This design comes from an exercise in tuning for small area, a short achievable clock period and few clock cycles per item on the open sky130 flow, not from production work. In this exercise RTL edits were held to simulation tests only and were not proved equivalent to the original. In every run shown here, the design's own scripts or RTL, not TritonCTS, make the clock network. The clock port is modelled as an ideal driver, which makes a skipped or thinned clock tree look cheaper than it is; a real chip needs a root buffer or a tree. Power is estimated from default activity; no workload was simulated.

File: flow/constraint.sdc
create_clock -name core_clock -period 3.2 [get_ports {clk}]
set_input_delay 0.6400 -clock core_clock [delete_from_list [all_inputs] [get_ports {clk}]]
set_output_delay 0.6400 -clock core_clock [all_outputs]
set_load 0.01 [all_outputs]
File: flow/flow/cts.tcl
# ORFS's cts.tcl with TritonCTS replaced by a two-level clock tree built by
# ctree.tcl (clock port -> 4 inverters -> 16 leaf inverters -> flip-flops).
# Before that, pull.tcl moves each output port's flip-flop next to the
# port's buffer.
utl::set_metrics_stage "cts__{}"
source $::env(SCRIPTS_DIR)/load.tcl
erase_non_stage_variables cts
load_design 3_place.odb 3_place.sdc

repair_clock_inverters

set_dont_use $::env(DONT_USE_CELLS)

source $::env(CTREE_TCL)
source $::env(PULL_TCL)
pull_output_flops
ctree_build clk 2 2 2 2 sky130_fd_sc_hd__clkinv_16 sky130_fd_sc_hd__clkinv_8
set_propagated_clock [all_clocks]

estimate_parasitics -placement

set_placement_padding -global \
  -left $::env(CELL_PAD_IN_SITES_DETAIL_PLACEMENT) \
  -right $::env(CELL_PAD_IN_SITES_DETAIL_PLACEMENT)
detailed_placement
estimate_parasitics -placement

repair_timing_helper
detailed_placement
check_placement -verbose

report_clock_latency
report_metrics 4 "cts final"

orfs_write_db $::env(RESULTS_DIR)/4_1_cts.odb
orfs_write_sdc $::env(RESULTS_DIR)/4_cts.sdc
File: flow/standard.sh
#!/bin/bash
# synth_recipe.tcl (not shown) runs the flow's synth.tcl, then flattens the netlist and writes it again
# the make line also repeats each setting of config.mk as NAME=value (left out here)
make -C /OpenROAD-flow-scripts/flow DESIGN_CONFIG=/design/flow/config.mk WORK_HOME=/design/flow/orfs CLKGATE_MAP_FILE= SYNTH_SCRIPT=/design/flow/synth_recipe.tcl "${@:-finish}"
File: flow/design.v
module sys (
	clk,
	reset,
	addr,
	din,
	dout,
	req,
	wr,
	rdy,
	seed0,
	seed1,
	seed2,
	seed3,
	range
);
input           clk, reset;
input   [63:0]  din;
output  [63:0]  dout;
output  [63:0]  addr;
input   [63:0]  seed0, seed1, seed2, seed3;
output          req;
output          wr;
input           rdy;
input   [63:0]  range;
reg     [63:0]  s0, s1, s2, s3;      
reg             wr_n;                
reg     [3:0]   k_n;                 
reg             rr;                  
reg     [15:0]  h;                   
reg     [18:0]  xc;                  
localparam [15:0] X0 = 16'h0404;
localparam [15:0] X1 = 16'h0808;
localparam [15:0] X2 = 16'h0ef1;
localparam [15:0] X3 = 16'h1010;
localparam [15:0] X4 = 16'h1ae5;
localparam [15:0] X5 = 16'h1de2;
localparam [15:0] X6 = 16'h2020;
localparam [15:0] X7 = 16'h2b2b;
localparam [15:0] X8 = 16'h35ca;
localparam [15:0] X9 = 16'h4040;
localparam [15:0] X10 = 16'h43bc;
localparam [15:0] X11 = 16'h46b9;
localparam [15:0] X12 = 16'h4d4d;
localparam [15:0] X13 = 16'h5353;
localparam [15:0] X14 = 16'h5656;
localparam [15:0] X15 = 16'h5959;
localparam [15:0] X16 = 16'h5ca3;
localparam [15:0] X17 = 16'h728d;
localparam [15:0] X18 = 16'h7887;
reg     [63:0]  addr_r;
reg     [63:0]  dout_r;
reg             req_r;
reg             wr_r;
reg     [15:0]  gq;                  
reg     [2:0]   gb;                  
wire    [63:0]  xpat;
assign xpat[0] = xc[7];
assign xpat[1] = xc[0];
assign xpat[2] = xc[16];
assign xpat[3] = xc[10];
assign xpat[4] = xc[14];
assign xpat[5] = xc[1];
assign xpat[6] = xc[11];
assign xpat[7] = xc[18];
assign xpat[8] = xc[13];
assign xpat[9] = xc[3];
assign xpat[10] = xc[17];
assign xpat[11] = xc[2];
assign xpat[12] = xc[15];
assign xpat[13] = xc[6];
assign xpat[14] = xc[4];
assign xpat[15] = xc[5];
assign xpat[16] = xc[0];
assign xpat[17] = xc[16];
assign xpat[18] = xc[10];
assign xpat[19] = xc[14];
assign xpat[20] = xc[1];
assign xpat[21] = xc[11];
assign xpat[22] = xc[18];
assign xpat[23] = xc[13];
assign xpat[24] = xc[3];
assign xpat[25] = xc[17];
assign xpat[26] = xc[2];
assign xpat[27] = xc[15];
assign xpat[28] = xc[6];
assign xpat[29] = xc[4];
assign xpat[30] = xc[5];
assign xpat[31] = xc[12];
assign xpat[32] = xc[16];
assign xpat[33] = xc[10];
assign xpat[34] = xc[14];
assign xpat[35] = xc[1];
assign xpat[36] = xc[11];
assign xpat[37] = xc[18];
assign xpat[38] = xc[13];
assign xpat[39] = xc[3];
assign xpat[40] = xc[17];
assign xpat[41] = xc[2];
assign xpat[42] = xc[15];
assign xpat[43] = xc[6];
assign xpat[44] = xc[4];
assign xpat[45] = xc[5];
assign xpat[46] = xc[12];
assign xpat[47] = xc[9];
assign xpat[48] = xc[10];
assign xpat[49] = xc[14];
assign xpat[50] = xc[1];
assign xpat[51] = xc[11];
assign xpat[52] = xc[18];
assign xpat[53] = xc[13];
assign xpat[54] = xc[3];
assign xpat[55] = xc[17];
assign xpat[56] = xc[2];
assign xpat[57] = xc[15];
assign xpat[58] = xc[6];
assign xpat[59] = xc[4];
assign xpat[60] = xc[5];
assign xpat[61] = xc[12];
assign xpat[62] = xc[9];
assign xpat[63] = xc[8];
wire    [63:0]  cur;
genvar          i;
integer         c;
generate
	for (i = 0; i < 4; i = i + 1) begin : g_cur
		assign cur[16*i +: 16] =
			(s0[16*i +: 16] & {16{h[4*i]}})   | (s1[16*i +: 16] & {16{h[4*i+1]}}) |
			(s2[16*i +: 16] & {16{h[4*i+2]}}) | (s3[16*i +: 16] & {16{h[4*i+3]}});
	end
endgenerate
wire    [63:0]  carry;
generate
	for (i = 0; i < 64; i = i + 1) begin : g_carry
		wire [3:0] blk = (i < 16) ? 4'hf : {1'b1, gb | ~(3'b111 >> (3 - i/16))};
		wire [3:0] nib = (i % 16 < 4) ? 4'hf :
		                 (4'hf & ({1'b1, gq[(i/16)*4 +: 3]} | ~(4'hf >> (4 - (i%16)/4))));
		assign carry[i] = &blk & &nib & &(din[i - i%4 +: 4] | (4'hf << (i%4)));
	end
	for (i = 0; i < 16; i = i + 1) begin : g_gq
		always @(posedge clk)
			gq[i] <= &din[4*i+3:4*i];
	end
	for (i = 0; i < 3; i = i + 1) begin : g_gb
		always @(posedge clk)
			gb[i] <= &din[16*i+15:16*i];
	end
endgenerate
always @(posedge clk) begin
	if (reset) begin
		s0 <= seed0;
		s1 <= seed1;
		s2 <= seed2;
		s3 <= seed3;
	end
	if (reset) begin
		wr_n <= 1'b0;
		k_n  <= 4'd0;
	end
	else if (rdy) begin
		wr_n <= ~wr_n;
		if (!wr_n && h[3])
			k_n <= k_n + 4'd1;
	end
	rr     <= ~reset & rdy & ~wr_n;
	for (c = 0; c < 4; c = c + 1)
		if (reset)
			h[4*c +: 4] <= 4'b0001;
		else if (rr)
			h[4*c +: 4] <= {h[4*c +: 3], h[4*c+3]};
	xc[0] <= X0[k_n];
	xc[1] <= X1[k_n];
	xc[2] <= X2[k_n];
	xc[3] <= X3[k_n];
	xc[4] <= X4[k_n];
	xc[5] <= X5[k_n];
	xc[6] <= X6[k_n];
	xc[7] <= X7[k_n];
	xc[8] <= X8[k_n];
	xc[9] <= X9[k_n];
	xc[10] <= X10[k_n];
	xc[11] <= X11[k_n];
	xc[12] <= X12[k_n];
	xc[13] <= X13[k_n];
	xc[14] <= X14[k_n];
	xc[15] <= X15[k_n];
	xc[16] <= X16[k_n];
	xc[17] <= X17[k_n];
	xc[18] <= X18[k_n];
	req_r  <= ~reset;
	wr_r   <= wr_n;
	addr_r <= (cur ^ xpat) & range;
	dout_r <= din ^ carry;
end
assign req  = req_r;
assign wr   = wr_r;
assign addr = addr_r;
assign dout = dout_r;
endmodule
File: flow/flow/run.sh
#!/bin/bash
# Standard ORFS layout (the standard.sh, standard synthesis) with three
# changes:
#  - port buffers are buf_1 cells (buffer_ports otherwise picks
#    clkdlybuf4s50_1, a slow delay cell);
#  - flow/cts.tcl replaces ORFS's CTS step: pull.tcl first moves each output
#    port's flip-flop next to that port's buffer, then ctree.tcl builds a
#    balanced two-level clock tree of clock inverters (port -> 4 clkinv_16
#    -> 16 clkinv_8 -> flip-flops, an even number of inversions) instead of
#    TritonCTS's three levels of buffers, which lowers the clock latency of
#    every flip-flop alike; the rest of ORFS's CTS step (placement
#    legalisation, timing repair) then runs as usual;
#  - the rest (routing, finish) is the standard flow.
# Each step's full output goes to make_<step>.log here; ORFS's own logs are
# under orfs/logs.
set -euo pipefail
here=$(pwd)
export CTREE_TCL=$here/flow/ctree.tcl
export PULL_TCL=$here/flow/pull.tcl
A=(BUFFER_PORTS_ARGS="-buffer_cell sky130_fd_sc_hd__buf_1")
bash standard.sh "${A[@]}" place > make_place.log 2>&1
bash standard.sh "${A[@]}" run RUN_SCRIPT="$here/flow/cts.tcl" RUN_LOG_NAME_STEM=4_1_cts > make_cts.log 2>&1
bash standard.sh "${A[@]}" finish > make_finish.log 2>&1
File: flow/flow/ctree.tcl
# Custom two-level clock tree: the clock port drives NMID buffers, each of
# which drives NLEAF/NMID leaf buffers; each leaf drives one cluster of
# flip-flops. Clusters come from splitting the sinks into equal-count
# columns by x, then each column into equal-count groups by y.
proc ctree_outpin {cell} {
  set m [[ord::get_db] findMaster $cell]
  foreach mt [$m getMTerms] {
    if {[$mt getIoType] eq "OUTPUT"} { return [$mt getName] }
  }
  error "no output pin on $cell"
}

proc ctree_build {clk_port nmid_x nmid_y nleaf_x nleaf_y mid_cell leaf_cell} {
  set block [ord::get_db_block]
  set leaf_out [ctree_outpin $leaf_cell]
  if {$mid_cell ne "none"} { set mid_out [ctree_outpin $mid_cell] }
  set net [[$block findBTerm $clk_port] getNet]
  set sinks {}
  foreach it [$net getITerms] {
    set inst [$it getInst]
    set bb [$inst getBBox]
    set x [expr {([$bb xMin] + [$bb xMax]) / 2}]
    set y [expr {([$bb yMin] + [$bb yMax]) / 2}]
    lappend sinks [list $x $y [$inst getName] [[$it getMTerm] getName]]
  }
  set n [llength $sinks]
  puts "ctree: $n sinks"
  # split into nmid_x*nleaf_x columns, then each into nmid_y*nleaf_y rows
  set ncol [expr {$nmid_x * $nleaf_x}]
  set nrow [expr {$nmid_y * $nleaf_y}]
  set byx [lsort -integer -index 0 $sinks]
  set leaves {}
  for {set c 0} {$c < $ncol} {incr c} {
    set lo [expr {($c * $n) / $ncol}]
    set hi [expr {(($c + 1) * $n) / $ncol - 1}]
    set col [lsort -integer -index 1 [lrange $byx $lo $hi]]
    set m [llength $col]
    for {set r 0} {$r < $nrow} {incr r} {
      set lo2 [expr {($r * $m) / $nrow}]
      set hi2 [expr {(($r + 1) * $m) / $nrow - 1}]
      lappend leaves [list $c $r [lrange $col $lo2 $hi2]]
    }
  }
  set site_w 460
  set row_h 2720
  # leaf buffers
  set li 0
  array set mids {}
  foreach lf $leaves {
    lassign $lf c r members
    set sx 0; set sy 0
    foreach s $members { incr sx [lindex $s 0]; incr sy [lindex $s 1] }
    set cx [expr {$sx / [llength $members]}]
    set cy [expr {$sy / [llength $members]}]
    set name "ctree_leaf_$li"
    set nname "ctree_leafnet_$li"
    make_instance $name $leaf_cell
    odb::dbNet_create $block $nname
    foreach s $members {
      set pin "[lindex $s 2]/[lindex $s 3]"
      disconnect_pin $clk_port $pin
      connect_pin $nname $pin
    }
    connect_pin $nname $name/$leaf_out
    set inst [$block findInst $name]
    $inst setLocation [expr {($cx / $site_w) * $site_w}] [expr {($cy / $row_h) * $row_h}]
    $inst setPlacementStatus PLACED
    [$block findNet $nname] setSigType CLOCK
    set mx [expr {$c / $nleaf_x}]
    set my [expr {$r / $nleaf_y}]
    lappend mids($mx,$my) [list $name $cx $cy]
    incr li
  }
  # mid buffers
  set mi 0
  if {$mid_cell eq "none"} {
    foreach key [lsort [array names mids]] {
      foreach l $mids($key) { connect_pin $clk_port [lindex $l 0]/A }
    }
    $net setSigType CLOCK
    puts "ctree: $li leaf buffers driven by the port"
    return
  }
  foreach key [lsort [array names mids]] {
    set sx 0; set sy 0
    foreach l $mids($key) { incr sx [lindex $l 1]; incr sy [lindex $l 2] }
    set k [llength $mids($key)]
    set cx [expr {$sx / $k}]; set cy [expr {$sy / $k}]
    set name "ctree_mid_$mi"
    set nname "ctree_midnet_$mi"
    make_instance $name $mid_cell
    odb::dbNet_create $block $nname
    foreach l $mids($key) { connect_pin $nname [lindex $l 0]/A }
    connect_pin $nname $name/$mid_out
    connect_pin $clk_port $name/A
    set inst [$block findInst $name]
    $inst setLocation [expr {($cx / $site_w) * $site_w}] [expr {($cy / $row_h) * $row_h}]
    $inst setPlacementStatus PLACED
    [$block findNet $nname] setSigType CLOCK
    incr mi
  }
  $net setSigType CLOCK
  puts "ctree: $li leaf buffers, $mi mid buffers"
}
File: flow/config.mk
export PLATFORM = sky130hd
export DESIGN_NAME = sys
export DESIGN_NICKNAME = sys
export VERILOG_FILES = /design/flow/design.v
export SDC_FILE = /design/flow/constraint.sdc
export NUM_CORES = 4
export LEC_CHECK = 0
export CAP_MARGIN = 20
export CORE_MARGIN = 2
export CORE_UTILIZATION = 68
export PLACE_DENSITY = 0.8
export SETUP_SLACK_MARGIN = 1.85
export SLEW_MARGIN = 20
File: flow/flow/pull.tcl
# Move the flip-flop that drives each output port's buffer next to that
# buffer, so the flip-flop's output wire is short.
proc pull_output_flops {} {
  set block [ord::get_db_block]
  set n 0
  foreach bt [$block getBTerms] {
    if {[$bt getIoType] ne "OUTPUT"} { continue }
    set net [$bt getNet]
    if {$net eq "NULL"} { continue }
    set buf ""
    foreach it [$net getITerms] { if {[$it isOutputSignal]} { set buf [$it getInst] } }
    if {$buf eq ""} { continue }
    set in_net ""
    foreach it [$buf getITerms] { if {[$it isInputSignal]} { set in_net [$it getNet] } }
    if {$in_net eq "" || $in_net eq "NULL"} { continue }
    set drv ""
    foreach it [$in_net getITerms] { if {[$it isOutputSignal]} { set drv [$it getInst] } }
    if {$drv eq ""} { continue }
    if {![[$drv getMaster] isSequential]} { continue }
    if {[llength [$in_net getITerms]] != 2} { continue }
    set loc [$buf getLocation]
    $drv setLocation [lindex $loc 0] [lindex $loc 1]
    incr n
  }
  puts "pull_output_flops: moved $n flip-flops"
}
==> flow_summary.yaml, run 1 <==
detailed_routing:
  m1WireLength_um: 15700
  wl_per_cell_um: 24.7
  route.detailed.drc: 0
  routed-wl-met3_um: 4810
  met2_length_um: 23500
  routed_wl_um: 46400
  top_layer_used: "met5"
  postRouteAntennaNets: 0
  drt_first_pass_iters: 5
  num_vias: 11400
  drtIter0Drc: 1179
  viasPerCell: 6.08
setup_path:
  critPathRequiredTime_ps: 3250
  end_kind: "register"
  worstSetupPathType: "reg -> reg"
  crit_arrival_ps: 1440
  start_kind: "register"
  crit_fanout: 6
floorplanning:
  fp.dieH_um: 157
  start_util: 0.699
  core_um2: 22800
  dieWidth_um: 157
  die_area_um2: 24600
  num_rows: 55
  ios: 517
run_status:
  status: "timing/DRC/antenna clean"
timing:
  max_freq_mhz: 721
  setup_viol: 0
  fin_setup_tns_ps: 0
  fin_crit_sh: 0.434
  worst_pin_slew_ps: 614
  report.final.slew_viol_count: 0
  slew_headroom: 0.590
  rsz0062_at_grt: "yes"
  finalHoldViolCount: 0
  finalCriticalPeriod_ps: 1390
  fin_skew_ps: 14.2
placed_design:
  postPlaceCellArea_um2: 17900
  dpl.cell_count: 1832
  gp_congestion: 0.861
  dpl.hpwl_um: 31700
  io_buffers: 516
global_routing:
  grt_max_degree: 47
  first_global_vias: 11400
  grt_antenna_before_repair: 12
  grtUsageTotal: 0.357
  grt_overflow: 0
  grt_pass1_wl_um: 65000
layout:
  fin_nets: 1962
  fill_cells: 1253
  fin_area_um2: 18800
  drive_gt1_frac: 0.116
  layout.cells.non_filler: 1876
  area_growth_syn_to_layout_pct: 17.9
job:
  drv_cap: 0
synthesis:
  synth_area_um2: 15900
  avgSynthCellArea_um2: 15.2
  synth_seq_cells: 442
  synthCells: 1045
  syn_nets: 1454
  yosys_warnings: 1
  seq_area_frac_synth: 0.717
  synth.distinct_cells: 38
clock_tree:
  clkLatencyLatePin_ps: 200
  path_clk_slew_ps: 100
power:
  p_leak_nw: 6.88
  ir_drop_mv: 0.390
  power_density_nw_per_um2: 512
min_path:
  hold_class: "reg -> reg"
==> cells in the final DEF, fill, tap and decap left out, types with 7 or more instances in the layout <==
| cell | count |
|---|---|
| and4_1 | 11 |
| diode_2 | 12 |
| buf_4 | 8 |
| dfxtp_1 | 162 |
| o21ai_1 | 9 |
| mux2i_1 | 19 |
| nand3_1 | 20 |
| and3b_1 | 64 |
| ha_1 | 19 |
| buf_2 | 19 |
| edfxtp_1 | 256 |
| xor2_1 | 17 |
| and2_1 | 7 |
| clkinv_8 | 16 |
| buf_16 | 7 |
| nor2_1 | 20 |
| dfxtp_4 | 18 |
| and3_1 | 9 |
| xnor2_1 | 40 |
| a22o_2 | 32 |
| buf_1 | 441 |
| clkbuf_2 | 53 |
| nor3_1 | 65 |
| nand4_1 | 11 |
| nand2_1 | 22 |
| a22o_1 | 96 |
| o21ai_0 | 60 |
==> flip-flops by register name (all words and copies together) (netlist names) <==
name         flops
s2              64
h               16
dout_r          64
xc              19
s3              64
rr               1
wr_n             1
wr_r             1
req_r            1
k_n              4
gb               3
s1              64
g_carry.nib     12
addr_r          64
s0              64
==> final cells by class <==
type                       instances  area, µm²  share of cell area
antenna                           12       30.0             0.00160
inverter                          26        405              0.0216
multi-input combinational        552       4140               0.221
sequential                       442      11500               0.612
tap                              313        392              0.0209
timing repair buffer             531       2310               0.123
==> metal layers <==
metal,global-route usage,vias up
met2,0.622,697
met4,0.160,4
met3,0.0873,150
met1,0.420,5543
met5,0,-
li1,-,5006
==> worst max-delay path, stage by stage, from the launching register on <==
cell	delay [ps]
dfxtp_4	400
inv_1	110
ha_2	200
or3_1	340
a21oi_2	140
a21oi_1	70
==> synthesized netlist by cell type (all sizes together) <==
cell,number,area share
nand3,20,0.0063
or2,1,0.00039
and3b,64,0.035
a21boi,3,0.0014
xor2,17,0.0094
or3,2,0.00079
nor3b,1,0.00047
mux2i,19,0.012
nand2b,4,0.0016
a21oi,7,0.0022
a31oi,1,0.00039
edfxtp,256,0.48
buf,42,0.024
a22o,128,0.073
nand3b,1,0.0013
nand4,12,0.0051
and3,10,0.0039
o21bai,1,0.00047
inv,6,0.0014
ha,22,0.017
nor3,66,0.021
o21ai,69,0.022
and4,13,0.0072
xnor2,40,0.022
nor2b,1,0.00039
nor2,20,0.0047
clkbuf,3,0.00071
nand2,22,0.0052
o31a,1,0.00055
and2,7,0.0028
dfxtp,186,0.23
==> what timing repair did <==
action                     4_1_cts  5_1_grt
resized for setup               61       79
cloned                           4        0
pin swaps                        1        0
hold endpoints to repair         0        0
hold buffers                     0        0
setup endpoints to repair      366      121
setup buffers                    6        2
==> report_power, final <==
group / total, W / internal (W) / switching [W]
Clock: 0.00211 / 0.000334 / 0.00177
Sequential: 0.00663 / 0.00643 / 0.000204
Combinational: 0.000878 / 0.000419 / 0.000459
Total: 0.00962 / 0.00718 / 0.00244
==> through the flow <==
step	hold WS (ps)	utilization	power (W)	setup WS [ps]
2_1_floorplan	376	-	0.00709	1830
3_3_place_gp	385	0.786	0.00749	1280
3_5_place_dp	392	0.786	0.00755	1240
5_1_grt	433	0.823	0.00992	1760
6_report	413	0.824	0.00962	1810
==> final timing paths <==
path	start	endpoint	slack (ps)	cells after the start
setup / recovery	k_n[1]$_SDFFE_PP0P_	xc[4]$_DFF_P_	1810	5
hold reg to reg	wr_n$_SDFFE_PP0P_	wr_r$_DFF_P_	410	0
hold / removal	wr_n$_SDFFE_PP0P_	wr_r$_DFF_P_	410	0
setup reg to reg	k_n[1]$_SDFFE_PP0P_	xc[4]$_DFF_P_	1810	5
==> logic make-up (layout without fill, tap and decap cells) <==
group | after synthesis | count (layout) | share of synthesized area
multiplexers | 19 | 19 | 0.0120
other | 0 | 12 | 0
buffers and inverters | 51 | 557 | 0.0263
XOR/XNOR | 57 | 57 | 0.0314
AO/OA/AOI/OAI | 210 | 210 | 0.0997
flip-flops | 442 | 442 | 0.717
adder cells (fa/ha/maj) | 22 | 22 | 0.0173
AND/OR/NAND/NOR | 244 | 244 | 0.0963
Testbench counts, summed over its fixed seeds: cycles 128,027, items 16,000.
==> run 2, diff against run 1 <==
--- a/flow/config.mk
+++ b/flow/config.mk
@@ -9,3 +9,3 @@
 export CORE_MARGIN = 2
-export CORE_UTILIZATION = 68
+export CORE_UTILIZATION = 70
 export PLACE_DENSITY = 0.8
==> run 2 against run 1 <==
Synthesized area is the same. Clock power is essentially flat. Still clean on timing, DRC and antenna. Synthesized cell count is the same. Worst setup slack gained 31 ps. Worst hold slack gained 24 ps. Critical endpoint is now s3[35]$_DFFE_PP_. Critical path depth shrank 3. Power shrank 0.54%. Maximum frequency grew 2.3%.
==> flow_summary.yaml, run 2 <==
synthesis:
  async_flop_share: 0
  synth_commonest_cells: "256 x edfxtp_1, 186 x dfxtp_1, 96 x a22o_1, 65 x nor3_1, 64 x and3b_1"
  seq_area_frac_synth: 0.717
  synth_edf_count: 256
  avgSynthCellArea_um2: 15.2
  synth_area_um2: 15900
  yosys_warnings: 1
  synth_seq_cells: 442
  synth_top_area_cell: "edfxtp_1"
  synth.distinct_cells: 38
  synthCells: 1045
  yosysMostFrequentCell: "edfxtp_1"
  ys.flop_type: "edfxtp_1"
  synth_area_leaders: "edfxtp_1 48%, dfxtp_1 23%, a22o_1 5.3%, and3b_1 3.5%, xnor2_1 2.2%"
  netlist.area_leader.share: 0.483
  syn_nets: 1454
timing:
  worst_pin_slew_ps: 598
  finalHoldViolCount: 0
  rsz0062_at_grt: "yes"
  setup_ws_ps: 1840
  fin_skew_ps: 19.8
  report.final.slew_viol_count: 0
  slew_headroom: 0.601
  finalCriticalPeriod_ps: 1360
  fin_setup_tns_ps: 0
  fin_crit_sh: 0.424
  setup_viol: 0
  max_freq_mhz: 737
floorplanning:
  num_rows: 55
  fp.dieH_um: 155
  core_um2: 22500
  start_util: 0.707
  dieWidth_um: 155
  ios: 517
  die_area_um2: 24000
layout:
  fin_nets: 1961
  mostFrequentLayoutCell: "buf_1"
  final_cell_mix: "465 x buf_1, 256 x edfxtp_1, 164 x dfxtp_1, 96 x a22o_1, 65 x nor3_1"
  drive_gt1_frac: 0.0974
  area_growth_syn_to_layout_pct: 17.0
detailed_routing:
  wl_per_cell_um: 23.9
  postRouteAntennaNets: 0
  drt_first_pass_iters: 7
  num_vias: 11200
  viasPerCell: 6.04
  routed_wl_um: 44200
  drtIter0Drc: 989
  route.detailed.drc: 0
setup_path:
  crit_arrival_ps: 1230
  worstSetupPathType: "in -> reg"
  cp_top_family: "buffers and inverters"
  end_kind: "register"
  r2r_start: "k_n[0]$_SDFFE_PP0P_"
  path_depth: 2
  r2r_cells: 5
  crit_fanout: 55
  worstPathCellList: "buf_8 -> buf_16"
  critPathSlowestCell: "buf_16"
  crit_start: "reset"
  path_buf_inv: 2
  start_kind: "input pin"
  critPathMaxStageDelay_ps: 300
  critPathRequiredTime_ps: 3070
run_status:
  status: "timing/DRC/antenna clean"
placed_design:
  dpl.hpwl_um: 31400
  dpl_worst_slack_ps: 1280
  gp_congestion: 0.858
  io_buffers: 516
power:
  ir_drop_mv: 0.373
  p_leak_nw: 6.78
  power_density_nw_per_um2: 514
job:
  drv_cap: 0
global_routing:
  grt_antenna_before_repair: 12
  grt_overflow: 0
  grt_pass1_wl_um: 63800
  grtUsageTotal: 0.352
  grt_max_degree: 56
  first_global_vias: 11200
clock_tree:
  path_clk_slew_ps: 100
  clkLatencyLatePin_ps: 190
  holdBufCountCts: 0
min_path:
  min_delay_path_depth: 0
  hold_class: "reg -> reg"
  min-delay-start: "wr_n$_SDFFE_PP0P_"
==> run 2: cell counts after synthesis <==
Identical to the previous run, type by type.
==> run 2: path summary, 6_finish.rpt <==
kind | end | slack [ps]
max reg2reg | xc[4]$_DFF_P_ | 1890
max | s3[35]$_DFFE_PP_ | 1840
min reg2reg | wr_r$_DFF_P_ | 440
min | wr_r$_DFF_P_ | 440
==> run 2: routing by layer <==
layer	up-vias	GRT usage	share of wire
li1	4983	-	-
met2	634	0.622	0.51
met5	-	0	0
met1	5419	0.418	0.35
met4	0	0.150	0.050
met3	117	0.0796	0.091
==> run 2: power breakdown <==
group | internal, W | switching (W) | leakage, nW
sequential | 0.00643 | 0.000200 | 4.06
clock | 0.000335 | 0.00175 | 0.156
combinational | 0.000409 | 0.000439 | 2.56
total | 0.00717 | 0.00239 | 6.78
==> run 2: metrics by stage <==
step           std cells  power (W)  hold slack (ps)  cell area [µm²]   util
6_report            1847    0.00956              437            18600  0.828
5_1_grt             1847    0.00987              444            18600  0.828
3_5_place_dp        1805    0.00754              398            17900  0.794
3_3_place_gp        1805    0.00749              391            17900  0.794
2_1_floorplan       1045    0.00709              376            15900      -
==> run 2: logic make-up (layout without fill, tap and decap cells) <==
| group | after synthesis | in the layout | synth area share |
|---|---|---|---|
| DFF | 442 | 442 | 0.717 |
| and+or+nand+nor | 244 | 244 | 0.0963 |
| AOI/OAI and AO/OA | 210 | 210 | 0.0997 |
| xor gates and xnor gates | 57 | 57 | 0.0314 |
| buffers and inverters | 51 | 556 | 0.0263 |
| adders and majority gates | 22 | 22 | 0.0173 |
| muxes | 19 | 19 | 0.0120 |
| other | 0 | 12 | 0 |
==> run 2: final cells by class <==
| cell class | count | area (µm²) |
|---|---|---|
| well taps | 285 | 357 |
| diodes | 12 | 30.0 |
| multi-input cells | 552 | 4110 |
| repair buffers | 530 | 2250 |
| flip-flops and latches | 442 | 11500 |
| fillers | 1235 | 3880 |
| inverters | 26 | 403 |
==> run 2: repair_timing <==
| action | CTS | global route |
|---|---|---|
| setup endpoints to repair | 381 | 245 |
| hold endpoints to repair | 0 | 0 |
| gates cloned | 2 | 1 |
| buffers inserted | 5 | 2 |
| pin swaps | 0 | 1 |
| resized for setup | 56 | 58 |

[afterwards: timing with drivers on the ports]
Ports are ideal in the flow. The routed layouts listed here were re-timed in OpenROAD. Step 1, drivers: a clkbuf_16 drives clk and a buf_2 each remaining input, both assumed. Step 2 adds t to the input delays and takes it off the output delays; t is the mean of the earliest and latest rising clock arrival at the registers after step 1. Input paths then give back, and output paths get back, about the clock's delay inside the block. Three values: ideal ports, drivers, drivers and shift; two values: the first two.
run | t, ns | setup slack, ns | worst hold slack (ns) | slew at the worst register clock pin (ns) | worst data-port slew with drivers (ns)
run 1 | 0.416 | 1.813 / 1.623 / 1.602 | 0.413 / 0.405 / 0.414 | 0.10 / 0.11 | 0.11
run 2 | 0.410 | 1.843 / 1.634 / 1.599 | 0.437 / 0.410 / 0.437 | 0.10 / 0.11 | 0.11
After both steps every run listed still meets setup and hold. For run 2, which loses most, drivers alone change the setup slack by -0.209 ns; drivers and shift together by -0.244 ns.
